Source: an optimization exercise on an open RTL-to-GDS flow (aim: small area, a short achievable clock period and few clock cycles per item). Production flows keep margins and buffers that such runs may drop. At most, simulation tests tie the RTL to the original design; equivalence was not proved. The RTL of runs 5 to 8 was laid out without a check of its function. In every run shown here, the design's own scripts or RTL, not TritonCTS, make the clock network. The clock input has no modelled driver; a real chip could not lean on it and would need a root buffer or a full tree. Power is estimated from default activity; no workload was simulated.

### flow/run.sh
#!/bin/bash
# Standard layout, with four changes: the smallest buffer on the ports,
# an ABC mapping script of its own (flow/abc_area.script),
# adders left to ABC (no full/half-adder cells), and a clock tree of one
# level of clock buffers (flow/cts_one_buffer.tcl) in place of TritonCTS.
set -euo pipefail
rm -rf scripts
cp -r "$FLOW_HOME/scripts" scripts
cp flow/abc_area.script scripts/abc_area.script
python3 - <<'PY'
p = 'scripts/cts.tcl'
s = open(p).read()
old = 'log_cmd clock_tree_synthesis {*}$cts_args'
assert old in s
s = s.replace(old, 'source $::env(ONE_CTS_TCL)')
open(p, 'w').write(s)
PY
export SCRIPTS_DIR="$PWD/scripts"
export ONE_CTS_TCL="$PWD/flow/cts_one_buffer.tcl"
export ONE_CLKPORT=clk
export ONE_CLKBUF=sky130_fd_sc_hd__clkbuf_16
export ONE_CLKGROUPS=2
export BUFFER_PORTS_ARGS="-buffer_cell sky130_fd_sc_hd__buf_1"
export ADDER_MAP_FILE=
bash standard.sh > standard.log 2>&1
### flow/abc_area.script
strash
balance
rewrite
refactor
balance
rewrite
rewrite -z
balance
refactor -z
rewrite -z
balance
dch
dch
map -B 0.9
topo
stime -c
buffer -c
upsize -c
dnsize -c
### flow/cts_one_buffer.tcl
# Clock tree of one level: the clock port drives ONE_CLKGROUPS (1, 2 or 4)
# clock buffers, each placed at the centre of its group of flip-flops (the
# flip-flops split at the median x, then at the median y).
set cts_block [ord::get_db_block]
set cts_dbu [$cts_block getDbUnitsPerMicron]
set cts_net [[$cts_block findBTerm $::env(ONE_CLKPORT)] getNet]
set cts_netname [$cts_net getName]
set cts_sinks {}
foreach it [$cts_net getITerms] {
  set bb [[$it getInst] getBBox]
  lappend cts_sinks [list [expr {([$bb xMin] + [$bb xMax]) / 2.0 / $cts_dbu}] \
    [expr {([$bb yMin] + [$bb yMax]) / 2.0 / $cts_dbu}] \
    "[[$it getInst] getName]/[[$it getMTerm] getName]"]
}
proc cts_split {sinks idx} {
  set s [lsort -real -index $idx $sinks]
  set h [expr {[llength $s] / 2}]
  return [list [lrange $s 0 [expr {$h - 1}]] [lrange $s $h end]]
}
set cts_groups [list $cts_sinks]
if {$::env(ONE_CLKGROUPS) >= 2} { set cts_groups [cts_split $cts_sinks 0] }
if {$::env(ONE_CLKGROUPS) >= 4} {
  set g {}
  foreach grp $cts_groups { lappend g {*}[cts_split $grp 1] }
  set cts_groups $g
}
set cts_i 0
foreach grp $cts_groups {
  set x 0.0
  set y 0.0
  set pins {}
  foreach s $grp {
    set x [expr {$x + [lindex $s 0]}]
    set y [expr {$y + [lindex $s 1]}]
    lappend pins [get_pins [lindex $s 2]]
  }
  set x [expr {$x / [llength $grp]}]
  set y [expr {$y / [llength $grp]}]
  set buf [sta::sta_to_db_inst [insert_buffer -buffer_cell $::env(ONE_CLKBUF) \
    -net $cts_netname -load_pins $pins -location [list $x $y] \
    -buffer_name clkbuf_one_$cts_i -net_name clknet_one_$cts_i]]
  foreach it [$buf getITerms] {
    if {[$it isOutputSignal]} {
      [$it getNet] setSigType CLOCK
      puts "cts_one_buffer: [$buf getName] at $x $y drives [llength $grp] sinks on [[$it getNet] getName]"
    }
  }
  incr cts_i
}
set_propagated_clock [all_clocks]
### standard.sh
#!/bin/bash
# synth_recipe.tcl (not shown) runs the flow's synth.tcl, then flattens the netlist and writes it again
# the make line also repeats each setting of config.mk as NAME=value (left out here)
make -C /OpenROAD-flow-scripts/flow DESIGN_CONFIG=/design/flow/config.mk WORK_HOME=/design/flow/orfs CLKGATE_MAP_FILE= SYNTH_SCRIPT=/design/flow/synth_recipe.tcl "${@:-finish}"
### config.mk
export PLATFORM = sky130hd
export DESIGN_NAME = reorder
export DESIGN_NICKNAME = reorder
export VERILOG_FILES = /design/flow/design.v
export SDC_FILE = /design/flow/constraint.sdc
export NUM_CORES = 4
export LEC_CHECK = 0
export ABC_AREA = 1
export CAP_MARGIN = 20
export CORE_MARGIN = 2
export CORE_UTILIZATION = 40
export PLACE_DENSITY = 0.6
export SETUP_SLACK_MARGIN = 2.1
export SLEW_MARGIN = 20
### constraint.sdc
create_clock -name core_clock -period 4.0 [get_ports {clk}]
set_input_delay 0.8000 -clock core_clock [delete_from_list [all_inputs] [get_ports {clk}]]
set_output_delay 0.8000 -clock core_clock [all_outputs]
set_load 0.01 [all_outputs]
### design.v
`timescale 1ns / 1ps
`default_nettype none
module reorder(
    input  wire clk,
    input  wire rst,
    output wire  [9:0] granule_ch0_read_addr,
    input  wire [17:0] granule_ch0_read_data,
    output wire        granule_ch0_write_enable,
    output wire  [9:0] granule_ch0_write_addr,
    output wire [17:0] granule_ch0_write_data,
    output wire  [9:0] granule_ch1_read_addr,
    input  wire [17:0] granule_ch1_read_data,
    output wire        granule_ch1_write_enable,
    output wire  [9:0] granule_ch1_write_addr,
    output wire [17:0] granule_ch1_write_data,
    input  wire  [1:0] header_sampling_frequency,
    input  wire  [1:0] sideinfo_ch0_block_type,
    input  wire        sideinfo_ch0_window_switching_flag,
    input  wire        sideinfo_ch0_mixed_block_flag,
    input  wire  [1:0] sideinfo_ch1_block_type,
    input  wire        sideinfo_ch1_window_switching_flag,
    input  wire        sideinfo_ch1_mixed_block_flag,
    input  wire        stage_ready,
    output wire        stage_done
    );
	reg [9:0] idx;       
	reg [9:0] src;       
	reg [1:0] win;       
	reg [3:0] band;      
	reg [5:0] hm1;       
	reg       go;        
	reg       act;       
	reg       busy;      
	reg       done;
	reg [9:0] waddr;     
	reg       perm0, perm1;    
	wire [6:0] wm1  = {hm1, 1'b1};
	wire       win2 = win[1];
	wire       band_end = win2 & (src[7:1] == idx[7:1]);
	wire [9:0] step = win2 ? {2'b11, ~wm1, 1'b1} : {3'd0, wm1};
	wire [9:0] idx_inc;
	wire [9:0] src_sum;
	prefix_add10 inc_i (.a(idx), .b(10'd0), .ci(1'b1), .s(idx_inc));
	prefix_add10 add_s (.a(src), .b(step), .ci(~win2), .s(src_sum));
	reg [5:0] next_hm1;
	always @(*) begin
		case ({header_sampling_frequency[1], header_sampling_frequency[1] ? 1'b0 : header_sampling_frequency[0], band})
			{2'd0, 4'd0}: next_hm1 = 6'd1;
			{2'd0, 4'd1}: next_hm1 = 6'd1;
			{2'd0, 4'd2}: next_hm1 = 6'd1;
			{2'd0, 4'd3}: next_hm1 = 6'd2;
			{2'd0, 4'd4}: next_hm1 = 6'd3;
			{2'd0, 4'd5}: next_hm1 = 6'd4;
			{2'd0, 4'd6}: next_hm1 = 6'd5;
			{2'd0, 4'd7}: next_hm1 = 6'd6;
			{2'd0, 4'd8}: next_hm1 = 6'd8;
			{2'd0, 4'd9}: next_hm1 = 6'd10;
			{2'd0, 4'd10}: next_hm1 = 6'd14;
			{2'd0, 4'd11}: next_hm1 = 6'd27;
			{2'd1, 4'd0}: next_hm1 = 6'd1;
			{2'd1, 4'd1}: next_hm1 = 6'd1;
			{2'd1, 4'd2}: next_hm1 = 6'd1;
			{2'd1, 4'd3}: next_hm1 = 6'd2;
			{2'd1, 4'd4}: next_hm1 = 6'd2;
			{2'd1, 4'd5}: next_hm1 = 6'd4;
			{2'd1, 4'd6}: next_hm1 = 6'd5;
			{2'd1, 4'd7}: next_hm1 = 6'd6;
			{2'd1, 4'd8}: next_hm1 = 6'd7;
			{2'd1, 4'd9}: next_hm1 = 6'd9;
			{2'd1, 4'd10}: next_hm1 = 6'd12;
			{2'd1, 4'd11}: next_hm1 = 6'd32;
			{2'd2, 4'd0}: next_hm1 = 6'd1;
			{2'd2, 4'd1}: next_hm1 = 6'd1;
			{2'd2, 4'd2}: next_hm1 = 6'd1;
			{2'd2, 4'd3}: next_hm1 = 6'd2;
			{2'd2, 4'd4}: next_hm1 = 6'd3;
			{2'd2, 4'd5}: next_hm1 = 6'd5;
			{2'd2, 4'd6}: next_hm1 = 6'd7;
			{2'd2, 4'd7}: next_hm1 = 6'd9;
			{2'd2, 4'd8}: next_hm1 = 6'd12;
			{2'd2, 4'd9}: next_hm1 = 6'd16;
			{2'd2, 4'd10}: next_hm1 = 6'd20;
			{2'd2, 4'd11}: next_hm1 = 6'd5;
			default: next_hm1 = 6'd1;
		endcase
	end
	wire [9:0] src_next  = band_end ? idx_inc : src_sum;
	wire [3:0] band_next = band + {3'd0, band_end};
	wire short0 = sideinfo_ch0_window_switching_flag & (sideinfo_ch0_block_type == 2'd2);
	wire short1 = sideinfo_ch1_window_switching_flag & (sideinfo_ch1_block_type == 2'd2);
	wire ge3 = (band >= 4'd3);
	always @(posedge clk) begin
		waddr <= idx;
		go    <= ~rst & (stage_ready | (go & (idx != 10'd574)));
		act   <= ~rst & (stage_ready | go);
		busy  <= ~rst & (stage_ready | act);
		done  <= ~rst & act & ~go;
		perm0 <= short0 & (~sideinfo_ch0_mixed_block_flag | ge3);
		perm1 <= short1 & (~sideinfo_ch1_mixed_block_flag | ge3);
		if (go) begin
			idx   <= idx_inc;
			src   <= src_next;
			win   <= win2 ? 2'd0 : win + 2'd1;
			band  <= band_next;
			if (band_end)
				hm1 <= next_hm1;
		end else begin
			idx   <= {9'd0, stage_ready};
			src   <= {7'd0, stage_ready, 2'd0};
			win   <= {1'b0, stage_ready};
			band  <= 4'd0;
			hm1   <= 6'd1;
		end
	end
	assign granule_ch0_read_addr = perm0 ? src : idx;
	assign granule_ch1_read_addr = perm1 ? src : idx;
	assign granule_ch0_write_enable = busy;
	assign granule_ch1_write_enable = busy;
	assign granule_ch0_write_addr = waddr;
	assign granule_ch1_write_addr = waddr;
	assign granule_ch0_write_data = granule_ch0_read_data;
	assign granule_ch1_write_data = granule_ch1_read_data;
	assign stage_done = done;
endmodule
module prefix_add10(
    input  wire [9:0] a,
    input  wire [9:0] b,
    input  wire       ci,
    output wire [9:0] s
    );
	wire [9:0] p = a ^ b;
	wire [9:0] g = a & b;
	reg  [9:0] G, P, Gn, Pn;
	integer i, l;
	always @(*) begin
		G = g;
		P = p;
		G[0] = g[0] | (p[0] & ci);
		for (l = 1; l < 16; l = l * 2) begin
			Gn = G;
			Pn = P;
			for (i = 0; i < 10; i = i + 1)
				if ((i / l) % 2 == 1) begin
					Gn[i] = G[i] | (P[i] & G[(i / l) * l - 1]);
					Pn[i] = P[i] & P[(i / l) * l - 1];
				end
			G = Gn;
			P = Pn;
		end
	end
	assign s = p ^ {G[8:0], ci};
endmodule
==> results.toml, run 1 <==
[run_status]
status = "timing/DRC/antenna clean"

[routing]
dr.pass1.iters = 4
wl_met2_um = 2890
final_antenna_net_count = 0
wl_um = 6230
avgViaCountPerCell = 4.77
vias = 2447
drt-wirelength-per-cell_um = 12.1
top_layer_used = "met4"
remaining_drc_errors = 0
wl_met1_um = 2950
wl_met3_um = 344
drt_iter0_drc = 64

[die]
core_area_um2 = 6870
start_util_pct = 41.8
io_pins = 128
dieHeight_um = 88.7
die_w_um = 88.7
die-area_um2 = 7880
rows = 30

[hold_path]
min_path_cells = 0
hp-class = "register to register"

[setup_path]
path_depth = 3
crit_buf_inv = 2
crit_family = "flip-flops"
critPathLaunch = "idx[7]"
r2r_cells = 9
reg2reg_from = "src[2]"
cp_slowest_cell = "dfxtp_2"
cp-endpoint = "granule_ch0_read_addr[7]"
arrival_ps = 1010
critical_path.max_stage_delay_ps = 380
startpoint_type = "register"
r2r-end = "src[8]"
reg2reg_slack_ps = 2260
path_class = "register to output pin"
worstSetupEndpointType = "output pin"
cp_cell_sequence = "inv_1 -> o21ai_0 -> buf_1"
crit_fanout = 5
required_ps = 3200

[synthesis]
synth_cells = 413
synth.distinct_cells = 37
syn_area_per_cell_um2 = 6.96
ys_warn_count = 2
synth-seq-cells = 48
yosysSeqAreaShare_pct = 33.4
synth_fp_nets = 462
syn_area_um2 = 2870

[place]
portBuffers = 55
place_congestion = 0.867
dp_cells = 508
place_ws_ps = 1840
hpwlAfterDp_um = 4880

[clock_network]
path_clk_slew_ps = 100
cts_hold_buffers = 0
clkLatencyLatePin_ps = 160

[power_and_ir_drop]
p_leak_nw = 1.21
p_per_area_nw_per_um2 = 314
ir_drop_uv = 189

[global_route]
grt_start_max_net_pins = 25
antenna_found_initial = 0
grt_usage_pct = 15.8
grt_first_pass_wirelength_um = 10300
gr-total-overflow = 0
grt_pass1_vias = 2217

[timing]
fin_ws_ps = 2190
relSlewSlack_pct = 59.4
fin_crit_sh_pct = 45.2
finClkSkew_ps = 4.99
grt_setup_unrepaired = "yes"
finalCriticalPeriod_ps = 1810
finalSetupViolCount = 0
hold_viol = 0
tns_ps = 0
max_freq_mhz = 554
maxSlewViolCount = 0
worstMarginPinSlew_ps = 608

[cells_and_area]
nets = 468
final_util_pct = 42.0
finalNonFillerCells = 513
nFillCells = 735
n_antenna_cell = 0
layout-drive-gt1-share_pct = 12.5
synthToLayoutAreaGrowth_pct = 0.348

[flow_run]
cap_viol_max_count = 0
[worst reg2reg max path, delay by kind of cell, from the launching register on]
kind	cells	cell delay [ps]
xor+xnor	1	160
flops	1	460
buf+inv	2	330
compound gates	1	40
simple gates	5	640
[repair_timing]
| item | CTS | global route |
|---|---|---|
| pin swaps | 0 | 1 |
| setup buffers | 0 | 3 |
| resized for setup | 5 | 9 |
| setup endpoints to repair | 40 | 28 |
[cell usage after synthesis (all sizes together)]
master | number | area [µm²]
a21oi | 23 | 119
a22oi | 2 | 15.0
a32oi | 1 | 8.76
buf | 51 | 394
clkbuf | 5 | 18.8
dfxtp | 48 | 961
inv | 62 | 235
nand2 | 91 | 374
nand3 | 16 | 110
nand4 | 3 | 18.8
nor2 | 36 | 163
nor3 | 3 | 15.0
nor4 | 1 | 6.26
o2111ai | 2 | 17.5
o211ai | 1 | 7.51
o21a | 1 | 7.51
o21ai | 47 | 243
o221ai | 2 | 17.5
o22a | 1 | 8.76
o22ai | 6 | 37.5
o311ai | 1 | 8.76
o31ai | 1 | 7.51
o41ai | 1 | 8.76
xnor2 | 3 | 26.3
xor2 | 5 | 43.8
[flip-flops by register name (all words and copies together) (netlist names)]
register and count:
idx 10, perm0 1, src 10, go 1, waddr 10, win 2, done 1, busy 1
band 4, act 1, hm1 6, perm1 1
[placed cells by master, fill, tap and decap left out, types with 8 or more instances in the layout]
master	Yosys	layout
nand2_1	78	77
inv_1	53	53
buf_1	0	53
dfxtp_1	48	41
o21ai_0	39	39
nor2_1	31	30
a21oi_1	22	22
nand2_2	13	14
nand3_1	10	10
inv_2	8	8
[power breakdown]
part           internal, W  switching (W)  total [W]
registers         0.000499      0.0000342   0.000533
clock network    0.0000920       0.000125   0.000217
logic            0.0000588      0.0000959   0.000155
[logic make-up (layout without fill, tap and decap cells)]
group	Yosys count	after routing	share of synthesized area, %
simple gates	150	150	23.9
buf+inv	118	122	22.6
compound gates	89	89	17.6
flops	48	48	33.4
xor+xnor	8	8	2.44
[cell type report, without the clock buffers]
class | instances | area [µm²] | share of cell area [%]
Timing Repair Buffer | 58 | 231 | 8.03
Sequential cell | 48 | 977 | 33.9
Tap cell | 96 | 120 | 4.17
Multi-Input combinational cell | 247 | 1270 | 44.0
Inverter | 62 | 235 | 8.16
[how the worst min path moves through the flow]
stage	to	slack, ps	startpoint
after floorplan	waddr[9]	350	idx[9]
after global routing	waddr[9]	390	idx[9]
final	waddr[9]	380	idx[9]
after detailed placement	waddr[9]	370	idx[9]
after CTS	waddr[9]	380	idx[9]
after global placement	waddr[9]	360	idx[9]
[layer usage]
| layer | track usage [%] | up-vias |
|---|---|---|
| li1 | - | 1285 |
| met1 | 21.5 | 1088 |
| met2 | 28.2 | 66 |
| met3 | 1.31 | 8 |
| met4 | 1.65 | 0 |
| met5 | 0 | - |
[metrics by stage]
step	total power, W	instance area (µm²)	hold slack [ps]
floorplan	0.000696	2870	351
global placement	0.000693	2790	360
detailed placement	0.000695	2790	367
CTS	0.000908	2840	381
global route	0.000954	2880	391
finish	0.000905	2880	381
Testbench counts, summed over its fixed seeds: cycles 73,728, granules 128.
==> run 2, diff against run 1 <==
--- a/config.mk
+++ b/config.mk
@@ -10,5 +10,5 @@
 export CORE_MARGIN = 2
 export CORE_UTILIZATION = 40
-export PLACE_DENSITY = 0.6
+export PLACE_DENSITY = 0.8
 export SETUP_SLACK_MARGIN = 2.1
 export SLEW_MARGIN = 20
==> run 2 against run 1 <==
  * Register-to-register slack lost 40 ps
  * Combinational power is essentially flat
  * Area after synthesis is the same
  * Critical path type unchanged
  * Critical endpoint is now granule_ch0_read_addr[2]
  * Largest cell class unchanged
  * Largest power group unchanged
==> results.toml, run 2 <==
[die]
core_area_um2 = 6870
dieHeight_um = 88.7
die_w_um = 88.7
start_util_pct = 41.8
io_pins = 128
rows = 30
die-area_um2 = 7880

[timing]
relSlewSlack_pct = 58.4
hold_viol = 0
worstMarginPinSlew_ps = 623
tns_ps = 0
holdWs_ps = 373
finClkSkew_ps = 7.09
max_freq_mhz = 548
finalCriticalPeriod_ps = 1820
finalSetupViolCount = 0
maxSlewViolCount = 0
fin_crit_sh_pct = 45.6
grt_setup_unrepaired = "yes"

[power_and_ir_drop]
ir_drop_uv = 201
total_power_w = 0.000900
p_leak_nw = 1.21
p_per_area_nw_per_um2 = 312

[setup_path]
cp_slowest_cell = "dfxtp_1"
crit_fanout = 5
crit_family = "flip-flops"
critical_path.max_stage_delay_ps = 430
required_ps = 3200
cp_cell_sequence = "inv_1 -> o21ai_0 -> buf_1"
crit_buf_inv = 2
arrival_ps = 1020
startpoint_type = "register"
worstSetupEndpointType = "output pin"
path_class = "register to output pin"

[cells_and_area]
nets = 469
layout-drive-gt1-share_pct = 12.4
synthToLayoutAreaGrowth_pct = 0.436
final_util_pct = 42.0
multi_input_area_um2 = 1270
n_antenna_cell = 0
largestRegisters = "idx: 10 flops, src: 10 flops, waddr: 10 flops"
nFillCells = 711
final_cell_mix = "nand2_1 (77), inv_1 (53), buf_1 (53)"
layout_commonest_cell = "nand2_1"
seq_area_um2 = 977

[synthesis]
yosysSeqAreaShare_pct = 33.4
synth-main-ff-cell = "dfxtp_1"
syn_area_um2 = 2870
yosys-top-cells-area = "dfxtp_1 (33%), buf_4 (12%), nand2_1 (10%), inv_1 (6.9%), o21ai_0 (6.8%)"
ys_warn_count = 2
synth.distinct_cells = 37
synth_cells = 413
synth_commonest_cells = "nand2_1 (78), inv_1 (53), dfxtp_1 (48)"
synth_top_cell_by_area = "dfxtp_1"
synth_fp_nets = 462
synth_edf_count = 0
async_reset_ff_share_pct = 0
syn_area_per_cell_um2 = 6.96
yosysTopAreaCellShare_pct = 33.4
synth-seq-cells = 48
yosysMostFrequentCell = "nand2_1"

[routing]
drt-wirelength-per-cell_um = 11.9
dr.pass1.iters = 4
final_antenna_net_count = 0
avgViaCountPerCell = 4.86
vias = 2499
remaining_drc_errors = 0
drt_iter0_drc = 146
wl_um = 6100

[global_route]
grt_start_max_net_pins = 25
grt_usage_pct = 15.1
antenna_found_initial = 0
grt_first_pass_wirelength_um = 9830
gr-total-overflow = 0
grt_pass1_vias = 2260

[place]
place_congestion = 0.940
portBuffers = 55
hpwlAfterDp_um = 4710

[clock_network]
clkLatencyLatePin_ps = 160
path_clk_slew_ps = 90
cts_hold_buffers = 0

[flow_run]
cap_viol_max_count = 0

[hold_path]
hp-class = "register to register"

[run_status]
status = "timing/DRC/antenna clean"
[run 2: final timing paths]
kind              slack, ps  cells after the start  startpoint                  endpoint
setup / recovery       2180                      3      idx[2]  granule_ch0_read_addr[2]
hold / removal          370                      0      idx[9]                  waddr[9]
setup reg to reg       2220                     10      src[4]                    src[2]
hold reg to reg         370                      0      idx[9]                  waddr[9]
[run 2: final cells by class, without the clock buffers]
class	instances	share of cell area, %
inverter	62	8.15
timing repair buffer	59	8.20
tap	96	4.16
sequential	48	33.9
multi-input combinational	247	43.9
[run 2: per-stage QoR]
stage / instances / area [µm²] / setup WS [ps]
after global routing: 514 / 2890 / 2050
after global placement: 508 / 2790 / 2010
after detailed placement: 508 / 2790 / 1850
final: 514 / 2890 / 2180
after floorplan: 413 / 2870 / 2280
after CTS: 510 / 2840 / 2120
[run 2: layer usage]
layer	GRT usage [%]	routed length (µm)	share of wire, %
met4	3.31	106	1.7
met1	18.2	2770	45
met2	28.0	2830	46
met5	0	0	0
met3	2.05	393	6.4
[run 2: timing repair]
item | CTS | global route
pin swaps | 0 | 1
endpoints found under the setup margin | 40 | 29
resized for setup | 4 | 11
endpoints found under the hold margin | 0 | 0
buffers inserted | 0 | 4
gates cloned | 0 | 0
[run 2: worst register-to-register path: stages (launching register included)]
cell and delay [ps]:
dfxtp_1 410, inv_1 100, nand2_1 70, o211ai_1 80
nor3_1 220, nand2_2 200, inv_2 150, nor2_4 80
buf_2 180, o21ai_1 120, nand2_1 50
[run 2: logic make-up after synthesis]
group,share of synthesized area (%)
AO/OA/AOI/OAI,17.6
flip-flops,33.4
XOR/XNOR,2.44
buffers and inverters,22.6
AND/OR/NAND/NOR,23.9
[run 2: report_power, final]
group | switching, W | internal [W] | leakage [nW]
clock network | 0.000118 | 0.0000917 | 0.0246
registers | 0.0000341 | 0.000499 | 0.395
logic | 0.0000987 | 0.0000585 | 0.793
total | 0.000251 | 0.000649 | 1.21
==> run 3, diff against run 2 <==
==> flow/abc_area.script (replaced) <==
strash
dch
dch
map -B 0.9
topo
stime -c
buffer -c
upsize -c
dnsize -c
--- a/config.mk
+++ b/config.mk
@@ -9,6 +9,6 @@
 export CAP_MARGIN = 20
 export CORE_MARGIN = 2
-export CORE_UTILIZATION = 40
-export PLACE_DENSITY = 0.8
+export CORE_UTILIZATION = 70
+export PLACE_DENSITY = 0.85
 export SETUP_SLACK_MARGIN = 2.1
 export SLEW_MARGIN = 20
==> run 3 against run 2 <==
  * Core utilization is 29 points higher
  * Sequential share of layout area is 1.0 points higher
  * Synthesized cell count is 1.5% higher
  * Largest power group unchanged
  * Die area shrank 42%
  * First-iteration DRC count grew 7.5%
  * Clock power about the same
  * Sequential power is 1% lower
==> results.toml, run 3 <==
[synthesis]
synth_commonest_cells = "nand2_1 (104), inv_1 (49), buf_4 (48), dfxtp_1 (48), o21ai_0 (35)"
async_reset_ff_share_pct = 0
synth-seq-cells = 48
syn_area_per_cell_um2 = 6.77
yosysMostFrequentCell = "nand2_1"
yosysSeqAreaShare_pct = 33.9
synth.distinct_cells = 36
synth_fp_nets = 468
synth_cells = 419
syn_area_um2 = 2840
yosysTopAreaCellShare_pct = 33.9
synth_top_cell_by_area = "dfxtp_1"
synth_edf_count = 0
yosys-top-cells-area = "dfxtp_1 (34%), nand2_1 (14%), buf_4 (13%), inv_1 (6.5%), o21ai_0 (6.2%)"
synth-main-ff-cell = "dfxtp_1"
ys_warn_count = 2

[place]
dpl_cell_area_um2 = 2710
hpwlAfterDp_um = 4850
place_ws_ps = 1980
portBuffers = 55
place_congestion = 0.903

[cells_and_area]
n_antenna_cell = 0
nFillCells = 335
final_cell_mix = "nand2_1 (104), buf_1 (54), inv_1 (49)"
layout_commonest_cell = "nand2_1"
layout-drive-gt1-share_pct = 7.57
synthToLayoutAreaGrowth_pct = -1.32
postLayoutCellArea_um2 = 2800
largestRegisters = "idx: 10 flops, src: 10 flops, waddr: 10 flops"
nets = 474

[setup_path]
required_ps = 3200
reg2reg_slack_ps = 2220
worstSetupEndpointType = "output pin"
path_class = "register to output pin"
cp_cell_sequence = "inv_1 -> o21ai_0 -> clkbuf_2"
startpoint_type = "register"
crit_fanout = 5
arrival_ps = 1030
critical_path.max_stage_delay_ps = 390
cp_slowest_cell = "dfxtp_1"

[power_and_ir_drop]
total_power_w = 0.000880
power.share.sequential_pct = 59.9
power.switching_w = 0.000240
p_comb_share_pct = 16.0
p_per_area_nw_per_um2 = 314
p_leak_nw = 1.26
intPower_w = 0.000639
switching_share_pct = 27.3
ir_drop_uv = 217
pwr-share-clk_pct = 24.1

[die]
die-area_um2 = 4580
io_pins = 128
die_w_um = 67.7
rows = 23
dieHeight_um = 67.7
start_util_pct = 71.9
core_area_um2 = 3940

[timing]
hold_viol = 0
fin_ws_ps = 2170
grt_setup_unrepaired = "yes"
finalSetupViolCount = 0
maxSlewViolCount = 0
tns_ps = 0
fin_crit_sh_pct = 45.8
finalCriticalPeriod_ps = 1830
finClkSkew_ps = 7.07
worstMarginPinSlew_ps = 603
relSlewSlack_pct = 59.7
max_freq_mhz = 546
holdWs_ps = 359

[routing]
avgViaCountPerCell = 5.53
dr.pass1.iters = 5
wl_um = 6230
final_antenna_net_count = 0
drt-wirelength-per-cell_um = 13.2
remaining_drc_errors = 0
vias = 2618
drt_iter0_drc = 157

[clock_network]
cts_hold_buffers = 0
path_clk_slew_ps = 90
clkLatencyLatePin_ps = 160

[global_route]
antenna_found_initial = 0
grt_first_pass_wirelength_um = 9780
gr-total-overflow = 0
grt_pass1_vias = 2222
grt_start_max_net_pins = 25
grt_usage_pct = 27.0

[flow_run]
cap_viol_max_count = 0

[run_status]
status = "timing/DRC/antenna clean"

[hold_path]
hp-class = "register to register"
## run 3: cell count changes after synthesis, sizes merged, moves of 2 or more
cell / delta
a21o: +2
a21oi: -2
a22oi: -2
buf: -2
inv: -8
nand2: +15
nand3: +9
o211ai: +2
o21ai: -9
o221ai: -2
o22ai: -2
xnor2: -3
## run 3: routing by layer
metal / wire, µm / GRT usage (%) / vias up
li1: - / - / 1310
met1: 2570 / 31.7 / 1193
met2: 3140 / 50.5 / 98
met3: 412 / 3.67 / 17
met4: 119 / 7.65 / 0
met5: 0 / 0 / -
## run 3: cell type report, without the clock buffers
cell class	instances	area, µm²	share of cell area [%]
Inverter	55	208	7.42
Tap cell	50	62.6	2.24
Sequential cell	48	976	34.9
Multi-Input combinational cell	261	1280	45.7
Timing Repair Buffer	57	223	7.96
## run 3: power groups by stage
stage | clock network (W) | registers [W] | logic, W
2_1_floorplan | 0 | 0.000527 | 0.000149
6_report | 0.000212 | 0.000527 | 0.000141
3_3_place_gp | 0 | 0.000537 | 0.000132
4_1_cts | 0.000217 | 0.000528 | 0.000138
5_1_grt | 0.000229 | 0.000531 | 0.000159
3_5_place_dp | 0 | 0.000538 | 0.000136
## run 3: final timing paths
path	startpoint	endpoint	cells after the start
worst min-delay path	idx[8]	waddr[8]	0
worst max-delay path	idx[4]	granule_ch1_read_addr[4]	3
worst max register to register	src[1]	src[8]	9
worst min register to register	idx[8]	waddr[8]	0
## run 3: logic make-up after synthesis
kind of cell	after synthesis	synth area share, %
AOI/OAI and AO/OA	77	15.7
DFF	48	33.9
xor gates and xnor gates	6	1.85
buffers and inverters	110	21.2
and+or+nand+nor	178	27.3
## run 3: per-stage QoR
stage / util (%) / instances
floorplan: - / 419
global placement: 68.8 / 469
detailed placement: 68.8 / 469
CTS: 70.3 / 471
global route: 71.0 / 473
finish: 71.0 / 473
## run 3: critical path: cells and delay by family (launching register included)
kind	cells	cell delay, ps
compound gates	1	190
buf+inv	2	300
flops	1	390
## run 3: what timing repair did
action | in CTS | in global routing
setup endpoints to repair | 36 | 25
setup buffers | 0 | 2
pin swaps | 0 | 1
gates resized for setup | 4 | 7
==> run 4, diff against run 3 <==
--- a/config.mk
+++ b/config.mk
@@ -9,6 +9,6 @@
 export CAP_MARGIN = 20
 export CORE_MARGIN = 2
-export CORE_UTILIZATION = 70
-export PLACE_DENSITY = 0.85
+export CORE_UTILIZATION = 40
+export PLACE_DENSITY = 0.6
 export SETUP_SLACK_MARGIN = 2.1
 export SLEW_MARGIN = 20
==> run 4 against run 3 <==
  * Global-route usage is 11 points lower
  * First-iteration DRC count is 1.3% lower
  * Highest routed layer unchanged
  * Largest power group unchanged
  * Routed wire length is 0.39% higher
  * Register-to-register slack better by 80 ps
==> results.toml, run 4 <==
[routing]
vias = 2514
wl_um = 6260
remaining_drc_errors = 0
avgViaCountPerCell = 4.84
dr.pass1.iters = 4
drt-wirelength-per-cell_um = 12.1
final_antenna_net_count = 0
drt_iter0_drc = 155

[place]
portBuffers = 55
place_congestion = 0.839
hpwlAfterDp_um = 4930

[global_route]
grt_pass1_vias = 2242
gr-total-overflow = 0
grt_usage_pct = 16.1
antenna_found_initial = 0
grt_start_max_net_pins = 25
grt_first_pass_wirelength_um = 10400

[die]
die-area_um2 = 7780
rows = 30
core_area_um2 = 6830
start_util_pct = 41.5
die_w_um = 88.2
dieHeight_um = 88.2
io_pins = 128

[synthesis]
yosys-top-cells-area = "dfxtp_1 (34%), nand2_1 (14%), buf_4 (13%), inv_1 (6.5%), o21ai_0 (6.2%)"
ys_warn_count = 2
syn_area_um2 = 2840
yosysMostFrequentCell = "nand2_1"
synth-main-ff-cell = "dfxtp_1"
synth-seq-cells = 48
yosysTopAreaCellShare_pct = 33.9
synth_fp_nets = 468
synth_commonest_cells = "nand2_1 (104), inv_1 (49), buf_4 (48), dfxtp_1 (48), o21ai_0 (35)"
yosysSeqAreaShare_pct = 33.9
synth_edf_count = 0
async_reset_ff_share_pct = 0
synth_top_cell_by_area = "dfxtp_1"
synth.distinct_cells = 36
synth_cells = 419
syn_area_per_cell_um2 = 6.77

[timing]
finalCriticalPeriod_ps = 1820
finClkSkew_ps = 6.50
finalSetupViolCount = 0
max_freq_mhz = 550
fin_crit_sh_pct = 45.5
holdWs_ps = 361
worstMarginPinSlew_ps = 614
maxSlewViolCount = 0
tns_ps = 0
relSlewSlack_pct = 59.0
hold_viol = 0
grt_setup_unrepaired = "yes"

[power_and_ir_drop]
p_per_area_nw_per_um2 = 306
switching_share_pct = 27.1
p_comb_share_pct = 15.6
pwr-share-clk_pct = 24.2
ir_drop_uv = 185
power.share.sequential_pct = 60.2
power.switching_w = 0.000238
intPower_w = 0.000639
p_leak_nw = 1.26

[setup_path]
required_ps = 3200
arrival_ps = 1020
worstSetupEndpointType = "output pin"
startpoint_type = "register"
path_class = "register to output pin"
crit_fanout = 5

[clock_network]
clkLatencyLatePin_ps = 160
path_clk_slew_ps = 90

[hold_path]
hp-class = "register to register"

[cells_and_area]
final_cell_mix = "nand2_1 (103), buf_1 (55), inv_1 (49)"
nets = 474
n_antenna_cell = 0
largestRegisters = "idx: 10 flops, src: 10 flops, waddr: 10 flops"
layout_commonest_cell = "nand2_1"
layout-drive-gt1-share_pct = 8.04
synthToLayoutAreaGrowth_pct = 0.882

[flow_run]
cap_viol_max_count = 0

[run_status]
status = "timing/DRC/antenna clean"
## run 4: cell type report, without the clock buffers
class	instances	area, µm²
Fill cell	759	3970
Inverter	55	210
Tap cell	96	120
Timing Repair Buffer	57	221
Multi-Input combinational cell	261	1280
Sequential cell	48	978
## run 4: per-stage QoR
stage	utilization [%]	instance area, µm²	setup WS (ps)	total power (W)	std cells
2_1_floorplan	-	2840	2280	0.000676	419
3_3_place_gp	40.5	2770	2010	0.000673	515
3_5_place_dp	40.5	2770	1970	0.000673	515
4_1_cts	41.3	2820	2130	0.000885	517
5_1_grt	41.9	2860	2040	0.000931	519
6_report	41.9	2860	2180	0.000877	519
## run 4: path summary, 6_finish.rpt
path,from,slack [ps],cells past startpoint,end
worst max-delay path,idx[7],2180,3,granule_ch0_read_addr[7]
worst min-delay path,idx[8],360,0,waddr[8]
worst max register to register,idx[0],2300,10,src[9]
worst min register to register,idx[8],360,0,waddr[8]
## run 4: worst max-delay path, cell delays in order, from the launching register on
cell	delay (ps)
dfxtp_2	400
inv_1	120
o21ai_0	180
buf_1	170
## run 4: power groups by stage
stage / logic [W] / clock network (W) / registers, W
3_5_place_dp: 0.000134 / 0 / 0.000539
3_3_place_gp: 0.000134 / 0 / 0.000539
5_1_grt: 0.000157 / 0.000241 / 0.000533
2_1_floorplan: 0.000149 / 0 / 0.000527
6_report: 0.000137 / 0.000212 / 0.000528
4_1_cts: 0.000135 / 0.000222 / 0.000529
## run 4: cell families (layout without fill, tap and decap cells)
group,after synthesis,count (layout),share of synthesized area (%)
simple gates,178,178,27.3
xor+xnor,6,6,1.85
flops,48,48,33.9
buf+inv,110,114,21.2
compound gates,77,77,15.7
## run 4: timing repair
| action | 4_1_cts | 5_1_grt |
|---|---|---|
| gates resized for setup | 4 | 10 |
| pin swaps | 0 | 1 |
| setup buffers | 0 | 2 |
| setup endpoints to repair | 36 | 32 |
| hold endpoints to repair | 0 | 0 |
| hold buffers | 0 | 0 |
## run 4: per-layer routing
metal / global-route usage, % / wire (µm) / vias up
met5: 0 / 0 / -
met4: 3.86 / 116 / 0
met3: 1.12 / 340 / 15
met2: 27.8 / 2900 / 71
met1: 22.1 / 2900 / 1121
li1: - / - / 1307
==> run 5, diff against run 4 <==
--- a/design.v
+++ b/design.v
@@ -92,5 +92,5 @@
 	always @(posedge clk) begin
 		waddr <= idx;
-		go    <= ~rst & (stage_ready | (go & (idx != 10'd574)));
+		go    <= ~rst & (stage_ready | (go & (waddr != 10'd573)));
 		act   <= ~rst & (stage_ready | go);
 		busy  <= ~rst & (stage_ready | act);
==> run 5 against run 4 <==
  * Clock power about the same
  * Sequential power about the same
  * Via count up 1.7%
  * Cell count up 1.7%
  * Die area up 0.42%
  * Highest routed layer unchanged
==> results.toml, run 5 <==
[routing]
remaining_drc_errors = 0
drt-wirelength-per-cell_um = 12.2
final_antenna_net_count = 0
vias = 2557
wl_um = 6460
drt_iter0_drc = 148
avgViaCountPerCell = 4.84
dr.pass1.iters = 4

[setup_path]
cp_slowest_cell = "dfxtp_1"
arrival_ps = 1040
crit_family = "flip-flops"
crit_fanout = 5
reg2reg_from = "idx[5]"
reg2reg_slack_ps = 2240
cp_cell_sequence = "inv_1 -> o21ai_0 -> buf_1"
r2r-end = "src[2]"
path_class = "register to output pin"
critical_path.max_stage_delay_ps = 460
worstSetupEndpointType = "output pin"
startpoint_type = "register"
r2r_cells = 8
crit_buf_inv = 2
required_ps = 3200

[cells_and_area]
synthToLayoutAreaGrowth_pct = 2.24
seq_area_um2 = 978
finalNonFillerCells = 528
final_cell_mix = "nand2_1 (101), buf_1 (53), inv_1 (50)"
nFillCells = 771
layout-drive-gt1-share_pct = 10.2
largestRegisters = "idx: 10 flops, src: 10 flops, waddr: 10 flops"
final_util_pct = 42.6
postLayoutCellArea_um2 = 2910
nets = 483
multi_input_area_um2 = 1310
layout_commonest_cell = "nand2_1"
n_antenna_cell = 0

[timing]
worstMarginPinSlew_ps = 784
grt_setup_unrepaired = "no"
hold_viol = 0
finClkSkew_ps = 6.85
max_freq_mhz = 545
fin_crit_sh_pct = 45.9
finalCriticalPeriod_ps = 1840
maxSlewViolCount = 0
tns_ps = 0
finalSetupViolCount = 0
relSlewSlack_pct = 47.7

[synthesis]
yosysTopAreaCellShare_pct = 33.7
yosysMostFrequentCell = "nand2_1"
yosys-top-cells-area = "dfxtp_1 (34%), nand2_1 (13%), buf_4 (13%), o21ai_0 (6.7%), inv_1 (6.6%)"
synth_commonest_cells = "nand2_1 (101), inv_1 (50), buf_4 (48), dfxtp_1 (48), o21ai_0 (38)"
synth_edf_count = 0
synth.distinct_cells = 34
synth_top_cell_by_area = "dfxtp_1"
syn_area_per_cell_um2 = 6.70
ys_warn_count = 2
syn_area_um2 = 2850
synth-main-ff-cell = "dfxtp_1"
async_reset_ff_share_pct = 0
synth_fp_nets = 474
synth-seq-cells = 48
yosysSeqAreaShare_pct = 33.7
synth_cells = 425

[flow_run]
cap_viol_max_count = 0

[global_route]
grt_pass1_vias = 2260
gr-total-overflow = 0
grt_start_max_net_pins = 25
antenna_found_initial = 0
grt_first_pass_wirelength_um = 10600
grt_usage_pct = 16.5

[power_and_ir_drop]
total_power_w = 0.000897
p_leak_nw = 1.27
p_per_area_nw_per_um2 = 308
ir_drop_uv = 198

[die]
rows = 30
core_area_um2 = 6830
start_util_pct = 41.7
die-area_um2 = 7810
dieHeight_um = 88.4
io_pins = 128
die_w_um = 88.4

[place]
place_congestion = 0.865
hpwlAfterDp_um = 5050
portBuffers = 55
dp_cells = 522
dpl_cell_area_um2 = 2790

[run_status]
status = "timing/DRC/antenna clean"

[hold_path]
hp-class = "register to register"
hold_end = "waddr[3]"
min_path_cells = 0
hp-start = "idx[3]"

[clock_network]
clkLatencyLatePin_ps = 160
path_clk_slew_ps = 90
[run 5: area by class of cell, without the clock buffers]
cell class,count,share of cell area (%)
timing repair buffer,59,8.20
inverter,58,7.47
multi-input combinational,265,44.9
tap,96,4.12
sequential,48,33.6
[run 5: worst max-delay path by stage]
stage                                  start                        end  cells past startpoint
floorplan           granule_ch0_read_data[0]  granule_ch0_write_data[0]                      1
global placement                      win[1]                     src[7]                     10
detailed placement                    win[1]                     hm1[0]                      9
CTS                                    perm0   granule_ch0_read_addr[3]                      3
global route                          idx[0]                     src[9]                     14
finish                                idx[2]   granule_ch1_read_addr[2]                      3
[run 5: what timing repair did]
item,4_1_cts,5_1_grt
endpoints found under the setup margin,38,30
gates resized for setup,4,13
endpoints found under the hold margin,0,0
setup buffers,0,4
pin swaps,0,2
hold buffers,0,0
[run 5: logic make-up (layout without fill, tap and decap cells)]
family | Yosys count | count (layout) | synth area share [%]
and+or+nand+nor | 182 | 182 | 27.9
xor gates and xnor gates | 5 | 5 | 1.54
buffers and inverters | 112 | 119 | 21.1
AOI/OAI and AO/OA | 78 | 78 | 15.8
DFF | 48 | 48 | 33.7
[run 5: power by group]
group | internal [W] | switching, W
combinational | 0.0000571 | 0.0000975
clock | 0.0000918 | 0.000121
sequential | 0.000499 | 0.0000305
[run 5: layer usage]
| metal | track usage, % | share of wire [%] | wire length (µm) | up-vias |
|---|---|---|---|---|
| li1 | - | - | - | 1327 |
| met1 | 22.6 | 48 | 3070 | 1137 |
| met2 | 29.3 | 46 | 2940 | 78 |
| met3 | 1.31 | 5.4 | 349 | 15 |
| met4 | 2.20 | 1.5 | 96 | 0 |
| met5 | 0 | 0 | 0 | - |
[run 5: stage by stage]
stage               worst slack (ps)  hold slack [ps]
detailed placement              1860              360
global route                    2100              390
finish                          2160              371
CTS                             2120              373
global placement                1970              363
floorplan                       2280              351
==> run 6, diff against run 5 <==
--- a/design.v
+++ b/design.v
@@ -31,5 +31,4 @@
 	reg       go;        
 	reg       act;       
-	reg       busy;      
 	reg       done;
 	reg [9:0] waddr;     
@@ -92,7 +91,6 @@
 	always @(posedge clk) begin
 		waddr <= idx;
-		go    <= ~rst & (stage_ready | (go & (waddr != 10'd573)));
+		go    <= ~rst & (stage_ready | (go & (idx != 10'd574)));
 		act   <= ~rst & (stage_ready | go);
-		busy  <= ~rst & (stage_ready | act);
 		done  <= ~rst & act & ~go;
 		perm0 <= short0 & (~sideinfo_ch0_mixed_block_flag | ge3);
@@ -115,4 +113,5 @@
 	assign granule_ch0_read_addr = perm0 ? src : idx;
 	assign granule_ch1_read_addr = perm1 ? src : idx;
+	wire busy = act | done;
 	assign granule_ch0_write_enable = busy;
 	assign granule_ch1_write_enable = busy;
==> run 6 against run 5 <==
  * Critical endpoint is now granule_ch0_read_addr[2]
  * Total power is 1.4% higher
  * Sequential power is 3% lower
  * Area after synthesis increased by 0.79%
  * Via count decreased by 2.2%
  * First-iteration DRC count is 34% lower
  * Setup slack improved by 42 ps
==> results.toml, run 6 <==
[cells_and_area]
synthToLayoutAreaGrowth_pct = 1.39
postLayoutCellArea_um2 = 2910
final_cell_mix = "nand2_1 (91), buf_1 (54), inv_1 (48)"
nets = 471
largestRegisters = "idx: 10 flops, src: 10 flops, waddr: 10 flops"
nFillCells = 730
layout-drive-gt1-share_pct = 11.9
layout_commonest_cell = "nand2_1"
n_antenna_cell = 0

[timing]
worstMarginPinSlew_ps = 415
relSlewSlack_pct = 72.2
finalSetupViolCount = 0
fin_crit_sh_pct = 44.9
grt_setup_unrepaired = "no"
finClkSkew_ps = 3.13
tns_ps = 0
max_freq_mhz = 557
finalCriticalPeriod_ps = 1790
hold_viol = 0
maxSlewViolCount = 0

[flow_run]
cap_viol_max_count = 0

[global_route]
grt_usage_pct = 17.1
grt_use_met1_pct = 23.5
grt_pass1_vias = 2275
grtUsageMet3_pct = 1.31
gr-total-overflow = 0
grt_start_max_net_pins = 25
busiest_layer = "met2"
grt_first_pass_wirelength_um = 11000
use_met2_pct = 30.1
antenna_found_initial = 0

[synthesis]
syn_area_per_cell_um2 = 6.95
synth_edf_count = 0
synth_cells = 413
yosysMostFrequentCell = "nand2_1"
synth.distinct_cells = 44
yosys-top-cells-area = "dfxtp_1 (33%), buf_4 (12%), nand2_1 (12%), o21ai_0 (7.3%), inv_1 (6.5%)"
synth-seq-cells = 47
synth_top_cell_by_area = "dfxtp_1"
synth-main-ff-cell = "dfxtp_1"
synth-simple-area-share_pct = 28.5
ys_warn_count = 2
synth-xor-area-share_pct = 2.14
synth_compound_area_share_pct = 15.6
yosysTopAreaCellShare_pct = 32.8
yosysSeqAreaShare_pct = 32.8
syn_area_um2 = 2870
synth_mux_area_share_pct = 0
synth_top_family_by_area = "simple AND/OR/NAND/NOR gates"
async_reset_ff_share_pct = 0
synthAdderAreaFrac_pct = 0
synth_commonest_cells = "nand2_1 (91), inv_1 (50), buf_4 (47), dfxtp_1 (47), o21ai_0 (42)"
synth_fp_nets = 462

[setup_path]
r2r_cells = 8
critPathLaunch = "src[2]"
crit_fanout = 6
arrival_ps = 990
startpoint_type = "register"
cp-endpoint = "granule_ch0_read_addr[2]"
worstSetupEndpointType = "output pin"
reg2reg_slack_ps = 2310
reg2reg_from = "win[1]"
r2r-end = "src[5]"
required_ps = 3200
path_class = "register to output pin"

[die]
io_pins = 128
die-area_um2 = 7870
die_w_um = 88.7
rows = 30
dieHeight_um = 88.7
start_util_pct = 41.8
core_area_um2 = 6870

[clock_network]
path_clk_slew_ps = 90
cts_hold_buffers = 0
clkLatencyLatePin_ps = 160

[routing]
drt-wirelength-per-cell_um = 13.0
avgViaCountPerCell = 4.84
remaining_drc_errors = 0
final_antenna_net_count = 0
drt_iter0_drc = 98
vias = 2500
wl_um = 6720
dr.pass1.iters = 4

[power_and_ir_drop]
p_per_area_nw_per_um2 = 312
p_leak_nw = 1.24
ir_drop_uv = 186

[run_status]
status = "timing/DRC/antenna clean"

[place]
dpl_cell_area_um2 = 2810
portBuffers = 55
hpwlAfterDp_um = 5200
place_congestion = 0.834

[hold_path]
hp-class = "register to register"
-- run 6: repair_timing --
item | in CTS | in global routing
cloned | 0 | 0
pin swaps | 0 | 1
resized for setup | 3 | 14
endpoints found under the setup margin | 29 | 40
buffers inserted | 0 | 3
-- run 6: per-layer routing --
| layer | routed length, µm | vias up |
|---|---|---|
| met2 | 3210 | 73 |
| met1 | 3120 | 1117 |
| met3 | 369 | 4 |
| li1 | - | 1306 |
| met5 | 0 | - |
| met4 | 29 | 0 |
-- run 6: critical path, stage by stage, from the launching register on --
cell and delay [ps]:
dfxtp_1 490, nand2_1 90, o21ai_0 80, buf_1 170
-- run 6: stage by stage --
stage / worst slack, ps / total power, W / hold WS [ps] / std cells / utilization [%]
2_1_floorplan: 2280 / 0.000689 / 352 / 413 / -
3_3_place_gp: 1940 / 0.000694 / 377 / 511 / 40.9
3_5_place_dp: 1870 / 0.000696 / 380 / 511 / 40.9
4_1_cts: 2100 / 0.000909 / 394 / 513 / 41.7
5_1_grt: 2130 / 0.000962 / 408 / 516 / 42.4
6_report: 2210 / 0.000909 / 389 / 516 / 42.4
-- run 6: worst min-delay path by stage --
stage | from | endpoint | slack (ps) | cells after the start
2_1_floorplan | idx[7] | waddr[7] | 350 | 0
3_3_place_gp | idx[8] | waddr[8] | 380 | 0
3_5_place_dp | idx[7] | waddr[7] | 380 | 0
4_1_cts | idx[7] | waddr[7] | 390 | 0
5_1_grt | idx[3] | waddr[3] | 410 | 0
6_report | idx[3] | waddr[3] | 390 | 0
-- run 6: logic make-up after synthesis --
group                     after synthesis
DFF                                    47
and+or+nand+nor                       173
AOI/OAI and AO/OA                      77
xor gates and xnor gates                7
buffers and inverters                 109
-- run 6: layout make-up, without the clock buffers --
type                    count  area, µm²  area share [%]
repair buffers             59        238            8.17
multi-input cells         257       1330            45.8
inverters                  55        213            7.31
flip-flops and latches     47        958            32.9
well taps                  96        120            4.13
-- run 6: power breakdown --
part	leakage (nW)	total (W)	switching [W]	internal, W
clock	0.0246	0.000215	0.000124	0.0000920
combinational	0.830	0.000178	0.000113	0.0000653
sequential	0.387	0.000516	0.0000282	0.000488
==> run 7, diff against run 6 <==
--- a/design.v
+++ b/design.v
@@ -31,4 +31,5 @@
 	reg       go;        
 	reg       act;       
+	reg       busy;      
 	reg       done;
 	reg [9:0] waddr;     
@@ -93,8 +94,9 @@
 		go    <= ~rst & (stage_ready | (go & (idx != 10'd574)));
 		act   <= ~rst & (stage_ready | go);
+		busy  <= ~rst & (stage_ready | act);
 		done  <= ~rst & act & ~go;
 		perm0 <= short0 & (~sideinfo_ch0_mixed_block_flag | ge3);
 		perm1 <= short1 & (~sideinfo_ch1_mixed_block_flag | ge3);
-		if (go) begin
+		if (go | stage_ready) begin
 			idx   <= idx_inc;
 			src   <= src_next;
@@ -104,7 +106,7 @@
 				hm1 <= next_hm1;
 		end else begin
-			idx   <= {9'd0, stage_ready};
-			src   <= {7'd0, stage_ready, 2'd0};
-			win   <= {1'b0, stage_ready};
+			idx   <= 10'd0;
+			src   <= 10'd0;
+			win   <= 2'd0;
 			band  <= 4'd0;
 			hm1   <= 6'd1;
@@ -113,5 +115,4 @@
 	assign granule_ch0_read_addr = perm0 ? src : idx;
 	assign granule_ch1_read_addr = perm1 ? src : idx;
-	wire busy = act | done;
 	assign granule_ch0_write_enable = busy;
 	assign granule_ch1_write_enable = busy;
==> run 7 against run 6 <==
  * Still clean on timing, DRC and antenna
  * Cell count rose by 1.7%
  * Synthesized cell count rose by 2.4%
  * Critical path depth is the same
  * Final area increased by 0.43%
  * Routed wire length shrank 4.0%
==> results.toml, run 7 <==
[setup_path]
cp_slowest_cell = "dfxtp_1"
critical_path.max_stage_delay_ps = 400
required_ps = 3200
path_class = "register to output pin"
crit_buf_inv = 2
crit_family = "flip-flops"
crit_fanout = 6
arrival_ps = 1030
cp_cell_sequence = "inv_1 -> o21ai_0 -> buf_1"
worstSetupEndpointType = "output pin"
startpoint_type = "register"

[synthesis]
synth_fp_nets = 472
synth_edf_count = 0
yosysTopAreaCellShare_pct = 33.5
synth_cells = 423
yosysMostFrequentCell = "nand2_1"
synth_commonest_cells = "nand2_1 (94), inv_1 (53), dfxtp_1 (48)"
synth.distinct_cells = 39
ys_warn_count = 2
syn_area_per_cell_um2 = 6.79
async_reset_ff_share_pct = 0
yosys-top-cells-area = "dfxtp_1 (33%), buf_4 (12%), nand2_1 (12%), inv_1 (6.9%), o21ai_0 (6.5%)"
synth-main-ff-cell = "dfxtp_1"
synth_top_cell_by_area = "dfxtp_1"
syn_area_um2 = 2870
yosysSeqAreaShare_pct = 33.5
synth-seq-cells = 48

[routing]
dr.pass1.iters = 4
drt-wirelength-per-cell_um = 12.3
drt_iter0_drc = 134
wl_um = 6450
final_antenna_net_count = 0
avgViaCountPerCell = 4.85
remaining_drc_errors = 0
vias = 2544

[power_and_ir_drop]
ir_drop_uv = 209
p_leak_nw = 1.30
total_power_w = 0.00134
p_per_area_nw_per_um2 = 459

[cells_and_area]
synthToLayoutAreaGrowth_pct = 1.87
n_antenna_cell = 0
final_cell_mix = "nand2_1 (93), buf_1 (55), inv_1 (53)"
layout_commonest_cell = "nand2_1"
nets = 480
largestRegisters = "idx: 10 flops, src: 10 flops, waddr: 10 flops"
layout-drive-gt1-share_pct = 9.56
finalNonFillerCells = 525

[timing]
finalCriticalPeriod_ps = 1830
relSlewSlack_pct = 74.1
max_freq_mhz = 546
finClkSkew_ps = 3.97
maxSlewViolCount = 0
fin_crit_sh_pct = 45.8
hold_viol = 0
finalSetupViolCount = 0
grt_setup_unrepaired = "no"
tns_ps = 0
worstMarginPinSlew_ps = 385

[global_route]
grt_usage_pct = 16.0
grt_start_max_net_pins = 25
grt_first_pass_wirelength_um = 10400
grt_pass1_vias = 2294
antenna_found_initial = 0
gr-total-overflow = 0

[flow_run]
cap_viol_max_count = 0

[die]
die-area_um2 = 7870
io_pins = 128
core_area_um2 = 6870
rows = 30
dieHeight_um = 88.7
die_w_um = 88.7
start_util_pct = 41.8

[clock_network]
clkLatencyLatePin_ps = 160
path_clk_slew_ps = 90

[place]
hpwlAfterDp_um = 4980
portBuffers = 55
dp_cells = 519
place_congestion = 0.861

[run_status]
status = "timing/DRC/antenna clean"

[hold_path]
hp-class = "register to register"
==> run 7: changes by cell type in the layout (fill, tap and decap cells not counted), moves of 3 or more <==
cell,delta
a21oi_1,+4
nor2_1,+4
nand3_2,-4
nor3_1,+6
nand4_1,-5
inv_1,+5
nand3_1,+5
nor2_4,+4
o21ai_0,-5
nor4_1,+3
nor2_2,-4
==> run 7: power by group <==
group          internal [W]  leakage, nW  switching (W)
Sequential         0.000550        0.399      0.0000910
Clock             0.0000919       0.0246       0.000123
Combinational      0.000185        0.872       0.000300
==> run 7: worst paths after layout <==
kind                              from                        to  slack [ps]  cells past startpoint
worst max register to register  idx[5]                    hm1[0]        2170                      8
worst min-delay path            idx[9]                  waddr[9]         380                      0
worst min register to register  idx[9]                  waddr[9]         380                      0
worst max-delay path            idx[5]  granule_ch1_read_addr[5]        2170                      3
==> run 7: metal layers <==
metal  track usage (%)  vias to the layer above  wire, µm
met5                 0                        -         0
met4              1.93                        0        50
met3              1.49                       14       412
met2              30.3                       88      3100
met1              20.1                     1114      2890
li1                  -                     1328         -
==> run 7: stage by stage <==
stage	setup slack (ps)	cell area (µm²)	hold WS, ps	utilization, %
after floorplan	2210	2870	351	-
after global placement	1770	2800	368	40.8
after detailed placement	1680	2800	364	40.8
after CTS	2110	2870	383	41.8
after global routing	2110	2920	396	42.6
final	2170	2920	385	42.6
==> run 7: repair_timing <==
item / 4_1_cts / 5_1_grt
pin swaps: 1 / 0
resized for setup: 7 / 13
setup buffers: 1 / 3
hold buffers: 0 / 0
endpoints found under the setup margin: 40 / 30
hold endpoints to repair: 0 / 0
==> run 7: logic make-up after synthesis <==
group           share of synthesized area (%)
simple gates                             29.3
buf+inv                                  21.6
compound gates                           14.1
flops                                    33.5
xor+xnor                                 1.53
==> run 7: area by class of cell, without the clock buffers <==
type	instances	area (µm²)
multi-input cells	261	1310
flip-flops and latches	48	981
repair buffers	60	241
inverters	58	223
fillers	738	3950
well taps	96	120
==> run 8, diff against run 7 <==
--- a/config.mk
+++ b/config.mk
@@ -9,6 +9,6 @@
 export CAP_MARGIN = 20
 export CORE_MARGIN = 2
-export CORE_UTILIZATION = 40
-export PLACE_DENSITY = 0.6
+export CORE_UTILIZATION = 60
+export PLACE_DENSITY = 0.8
 export SETUP_SLACK_MARGIN = 2.1
 export SLEW_MARGIN = 20
==> run 8 against run 7 <==
  * Final area down 0.64%
  * Via count up 2.0%
  * Combinational power up 1%
  * Total power up 0.27%
  * Cell count down 7.4%
  * Hold slack better by 3.1 ps
  * Critical path depth unchanged
  * First-iteration DRC count down 17%
  * Sequential power about the same
  * Sequential share of layout area up 0.13 points
  * Area after synthesis unchanged
  * Critical path type unchanged
==> results.toml, run 8 <==
[run_status]
status = "timing/DRC/antenna clean"

[synthesis]
synth_cells = 423
synth_fp_nets = 472
async_reset_ff_share_pct = 0
synth_commonest_cells = "nand2_1 (94), inv_1 (53), dfxtp_1 (48)"
synth_compound_area_share_pct = 14.1
yosys-top-cells-area = "dfxtp_1 (33%), buf_4 (12%), nand2_1 (12%), inv_1 (6.9%), o21ai_0 (6.5%)"
yosysSeqAreaShare_pct = 33.5
yosysMostFrequentCell = "nand2_1"
synth.distinct_cells = 39
synth_mux_area_share_pct = 0
synth-main-ff-cell = "dfxtp_1"
synth-xor-area-share_pct = 1.53
synth-seq-cells = 48
syn_area_um2 = 2870
synth_top_family_by_area = "simple AND/OR/NAND/NOR gates"
yosysTopAreaCellShare_pct = 33.5
synth-simple-area-share_pct = 29.3
synth_top_cell_by_area = "dfxtp_1"
ys_warn_count = 2
synthAdderAreaFrac_pct = 0
synth_edf_count = 0
syn_area_per_cell_um2 = 6.79

[die]
die-area_um2 = 5350
start_util_pct = 61.6
io_pins = 128
dieHeight_um = 73.2
core_area_um2 = 4660
die_w_um = 73.2
rows = 25

[setup_path]
worstSetupEndpointType = "output pin"
crit_fanout = 5
reg2reg_from = "src[2]"
critical_path.max_stage_delay_ps = 470
startpoint_type = "register"
arrival_ps = 1040
path_class = "register to output pin"
required_ps = 3200
critPathLaunch = "idx[8]"
cp_slowest_cell = "dfxtp_1"
cp_cell_sequence = "inv_1 -> o21ai_0 -> buf_1"

[place]
hpwlAfterDp_um = 4660
portBuffers = 55
place_ws_ps = 1700
place_congestion = 0.949

[cells_and_area]
nets = 483
nFillCells = 448
synthToLayoutAreaGrowth_pct = 1.22
layout_commonest_cell = "nand2_1"
n_antenna_cell = 0
final_cell_mix = "nand2_1 (93), inv_1 (53), buf_1 (53)"
layout-drive-gt1-share_pct = 10.4
largestRegisters = "idx: 10 flops, src: 10 flops, waddr: 10 flops"

[routing]
drt_iter0_drc = 111
wl_um = 6140
vias = 2595
final_antenna_net_count = 0
dr.pass1.iters = 4
drt-wirelength-per-cell_um = 12.6
avgViaCountPerCell = 5.34
remaining_drc_errors = 0

[timing]
worstMarginPinSlew_ps = 447
finalSetupViolCount = 0
fin_ws_ps = 2160
finClkSkew_ps = 5.78
tns_ps = 0
relSlewSlack_pct = 70.0
maxSlewViolCount = 0
max_freq_mhz = 544
grt_setup_unrepaired = "yes"
finalCriticalPeriod_ps = 1840
hold_viol = 0
fin_crit_sh_pct = 46.0

[flow_run]
cap_viol_max_count = 0

[global_route]
grt_usage_pct = 21.8
grt_first_pass_wirelength_um = 9590
grt_start_max_net_pins = 25
antenna_found_initial = 0
grt_pass1_vias = 2189
gr-total-overflow = 0

[clock_network]
path_clk_slew_ps = 90
clkLatencyLatePin_ps = 160
cts_hold_buffers = 0

[power_and_ir_drop]
p_per_area_nw_per_um2 = 463
ir_drop_uv = 275
p_leak_nw = 1.31

[hold_path]
hp-class = "register to register"
hp-start = "idx[9]"
-- run 8: stage by stage --
step	power [W]	util [%]	hold WS [ps]	cell area [µm²]	cells
2_1_floorplan	0.00104	-	351	2870	423
3_3_place_gp	0.00109	59.0	365	2750	477
3_5_place_dp	0.00110	59.0	371	2750	477
4_1_cts	0.00131	60.4	388	2810	479
5_1_grt	0.00144	62.3	399	2910	486
6_report	0.00134	62.3	388	2910	486
-- run 8: power breakdown --
part,total [W],switching [W],internal [W]
sequential,0.000644,0.0000935,0.000550
clock,0.000211,0.000119,0.0000918
combinational,0.000490,0.000300,0.000190
-- run 8: worst paths after layout --
| path | end | slack (ps) | cells after the start |
|---|---|---|---|
| setup / recovery | granule_ch1_read_addr[8] | 2160 | 3 |
| hold / removal | waddr[9] | 390 | 0 |
| setup reg to reg | src[7] | 2210 | 10 |
| hold reg to reg | waddr[9] | 390 | 0 |
-- run 8: kinds of logic after synthesis --
group,after synthesis
DFF,48
xor gates and xnor gates,5
AOI/OAI and AO/OA,72
buffers and inverters,114
and+or+nand+nor,184
-- run 8: critical path: cells and delay by family, from the launching register on --
kind	cells	cell delay [ps]
compound gates	1	150
flops	1	470
buf+inv	2	270
-- run 8: what timing repair did --
action	4_1_cts	5_1_grt
setup endpoints to repair	40	30
setup buffers	0	7
pin swaps	0	3
gates cloned	0	0
gates resized for setup	7	15
hold endpoints to repair	0	0
-- run 8: layer usage --
layer	up-vias	routed length, µm	track usage [%]
li1	1335	-	-
met1	1173	2650	28.5
met2	74	3040	40.1
met3	13	354	1.52
met4	0	88	2.88
met5	-	0	0
-- run 8: layout make-up, without the clock buffers --
type                    count  area (µm²)  share of cell area, %
repair buffers             63         269                   9.26
multi-input cells         261        1320                   45.3
well taps                  54        67.6                   2.33
inverters                  58         225                   7.75
flip-flops and latches     48         978                   33.7
==> run 9, diff against run 8 <==
--- a/design.v
+++ b/design.v
@@ -98,5 +98,5 @@
 		perm0 <= short0 & (~sideinfo_ch0_mixed_block_flag | ge3);
 		perm1 <= short1 & (~sideinfo_ch1_mixed_block_flag | ge3);
-		if (go | stage_ready) begin
+		if (go) begin
 			idx   <= idx_inc;
 			src   <= src_next;
@@ -106,7 +106,7 @@
 				hm1 <= next_hm1;
 		end else begin
-			idx   <= 10'd0;
-			src   <= 10'd0;
-			win   <= 2'd0;
+			idx   <= {9'd0, stage_ready};
+			src   <= {7'd0, stage_ready, 2'd0};
+			win   <= {1'b0, stage_ready};
 			band  <= 4'd0;
 			hm1   <= 6'd1;
==> flow/abc_area.script (replaced) <==
strash
dch
dch
map -B 0.9
topo
stime -c
upsize -c
dnsize -c
==> run 9 against run 8 <==
  * Flip-flop and latch count did not move
  * Setup slack about the same
  * Clock skew grew 1.9 ps
  * Global-route usage is 1.2 points higher
  * Die area fell by 1.8%
  * Synthesized cell count shrank 2.8%
  * Area after synthesis fell by 1.9%
  * Total power is 34% lower
  * Cell count fell by 2.7%
  * Via count down 0.58%
  * Combinational power decreased by about 70%
  * Critical endpoint is now granule_ch0_read_addr[4]
  * Largest power group unchanged
==> results.toml, run 9 <==
[timing]
hold_viol = 0
worstMarginPinSlew_ps = 594
finalCriticalPeriod_ps = 1840
fin_crit_sh_pct = 46.0
finalSetupViolCount = 0
fin_ws_ps = 2160
grt_setup_unrepaired = "no"
maxSlewViolCount = 0
tns_ps = 0
max_freq_mhz = 544
finClkSkew_ps = 7.68
relSlewSlack_pct = 60.3

[setup_path]
worstSetupEndpointType = "output pin"
cp_cell_sequence = "clkinv_2 -> o21ai_0 -> buf_1"
cp_slowest_cell = "dfxtp_2"
critPathLaunch = "idx[4]"
crit_family = "flip-flops"
path_depth = 3
cp-endpoint = "granule_ch0_read_addr[4]"
crit_buf_inv = 2
r2r_cells = 5
path_class = "register to output pin"
r2r-end = "src[2]"
reg2reg_slack_ps = 2220
startpoint_type = "register"
crit_fanout = 5
arrival_ps = 1040
reg2reg_from = "go"
required_ps = 3200
critical_path.max_stage_delay_ps = 400

[die]
rows = 24
start_util_pct = 63.3
dieHeight_um = 72.5
core_area_um2 = 4440
die_w_um = 72.5
io_pins = 128
die-area_um2 = 5260

[cells_and_area]
layout-drive-gt1-share_pct = 11.2
postLayoutCellArea_um2 = 2830
seq_area_um2 = 981
final_util_pct = 63.6
layout_commonest_cell = "nand2_1"
final_cell_mix = "nand2_1 (102), buf_1 (54), clkinv_1 (40)"
nets = 472
synthToLayoutAreaGrowth_pct = 0.356
n_antenna_cell = 0
nFillCells = 426
multi_input_area_um2 = 1300
largestRegisters = "idx: 10 flops, src: 10 flops, waddr: 10 flops"

[synthesis]
synth_fp_nets = 460
synth-seq-cells = 48
yosysTopAreaCellShare_pct = 34.1
yosysMostFrequentCell = "nand2_1"
synth.distinct_cells = 37
synth_top_cell_by_area = "dfxtp_1"
synth_edf_count = 0
ys_warn_count = 2
async_reset_ff_share_pct = 0
syn_area_um2 = 2820
synth_commonest_cells = "nand2_1 (102), dfxtp_1 (48), buf_4 (47)"
yosysSeqAreaShare_pct = 34.1
synth_cells = 411
synth-main-ff-cell = "dfxtp_1"
yosys-top-cells-area = "dfxtp_1 (34%), nand2_1 (14%), buf_4 (13%), o21ai_0 (6.6%), clkinv_1 (6.0%)"
syn_area_per_cell_um2 = 6.85

[routing]
drt_iter0_drc = 218
avgViaCountPerCell = 5.45
vias = 2580
wl_um = 6180
dr.pass1.iters = 4
remaining_drc_errors = 0
final_antenna_net_count = 0
drt-wirelength-per-cell_um = 13.1

[flow_run]
cap_viol_max_count = 0

[place]
place_congestion = 0.950
hpwlAfterDp_um = 4810
place_ws_ps = 2060
portBuffers = 55
dpl_cell_area_um2 = 2730

[global_route]
use_met2_pct = 38.6
grt_use_met1_pct = 32.7
gr-total-overflow = 0
grt_usage_pct = 23.0
antenna_found_initial = 0
grt_first_pass_wirelength_um = 10000
grt_pass1_vias = 2167
grt_start_max_net_pins = 25
grtUsageMet3_pct = 2.50
busiest_layer = "met2"

[power_and_ir_drop]
total_power_w = 0.000886
ir_drop_uv = 289
p_leak_nw = 1.14
p_per_area_nw_per_um2 = 314

[clock_network]
cts_setup_buffers = 0
path_clk_slew_ps = 90
cts_hold_buffers = 0
ctsResizeCount = 7
clkLatencyLatePin_ps = 160

[run_status]
status = "timing/DRC/antenna clean"

[hold_path]
hp-class = "register to register"
[run 9: power by group]
part           total [W]  switching, W  leakage (nW)  internal, W
Clock           0.000212      0.000120        0.0246    0.0000918
Sequential      0.000529     0.0000322         0.396     0.000497
Combinational   0.000145     0.0000940         0.722    0.0000513
[run 9: worst reg2reg max path, cell delays in order, from the launching register on]
cell      delay, ps
dfxtp_1         710
clkinv_1        460
nor2_4          260
inv_2            80
a21oi_2         120
nor3_2           50
[run 9: kinds of logic (layout without fill, tap and decap cells)]
family	after synthesis	in the layout	synth area share [%]
and+or+nand+nor	178	178	27.8
AOI/OAI and AO/OA	77	77	16.0
DFF	48	48	34.1
xor gates and xnor gates	6	6	1.87
buffers and inverters	102	112	20.2
[run 9: stage by stage]
stage               instances  hold slack, ps
detailed placement        471             360
global placement          471             342
global route              473             385
floorplan                 411             338
finish                    473             380
CTS                       473             374
[run 9: metal layers]
metal  share of wire, %  vias up
met5                  0        -
met4                1.1        0
met1                 44     1145
met3                8.1       14
met2                 47      104
li1                   -     1317
[run 9: how the worst min path moves through the flow]
stage | from | to | cells past startpoint
floorplan | idx[8] | waddr[8] | 0
global placement | idx[8] | waddr[8] | 0
detailed placement | idx[8] | waddr[8] | 0
CTS | idx[8] | waddr[8] | 0
global route | idx[8] | waddr[8] | 0
finish | idx[8] | waddr[8] | 0
[run 9: final cells by class, without the clock buffers]
class                   count  area share (%)
multi-input cells         261            46.1
flip-flops and latches     48            34.7
inverters                  55            7.71
repair buffers             55            7.35
well taps                  52            2.30
Testbench counts of run 9, summed over its fixed seeds: cycles 73,728, granules 128.

[separate check: timing with driven ports]
In the flow no input, the clock included, has a driving cell. The finished layouts below were timed again as built, in two steps.
Step 1 (the two cells are an assumption about what drives the block):
set clk [get_ports {clk}]
set_driving_cell -lib_cell sky130_fd_sc_hd__clkbuf_16 $clk
set_driving_cell -lib_cell sky130_fd_sc_hd__buf_2 [delete_from_list [all_inputs] $clk]
Step 2, shift: input delay + t, output delay - t, t = (earliest + latest rising clock arrival at the registers) / 2. This alone moves slack from input paths to output paths.
Slacks: ideal / step 1 / step 2; pairs: ideal / step 1.
run | t (ns) | setup WS [ns] | worst slew at a driven data input, ns
run 1 | 0.206 | 2.193 / 2.143 / 2.137 | 0.06
run 2 | 0.200 | 2.176 / 2.128 / 2.208 | 0.07
run 3 | 0.200 | 2.168 / 2.122 / 2.203 | 0.07
run 4 | 0.205 | 2.181 / 2.131 / 2.236 | 0.06
run 5 | 0.203 | 2.164 / 2.116 / 2.221 | 0.07
run 6 | 0.203 | 2.206 / 2.157 / 2.107 | 0.07
run 7 | 0.200 | 2.167 / 2.122 / 2.116 | 0.07
run 8 | 0.202 | 2.160 / 2.111 / 2.114 | 0.07
run 9 | 0.201 | 2.161 / 2.113 / 2.184 | 0.07
After both steps setup and hold are still met in every run listed. The setup slack of run 6, which loses most, moves by -0.049 ns with the drivers and by -0.099 ns with both steps.
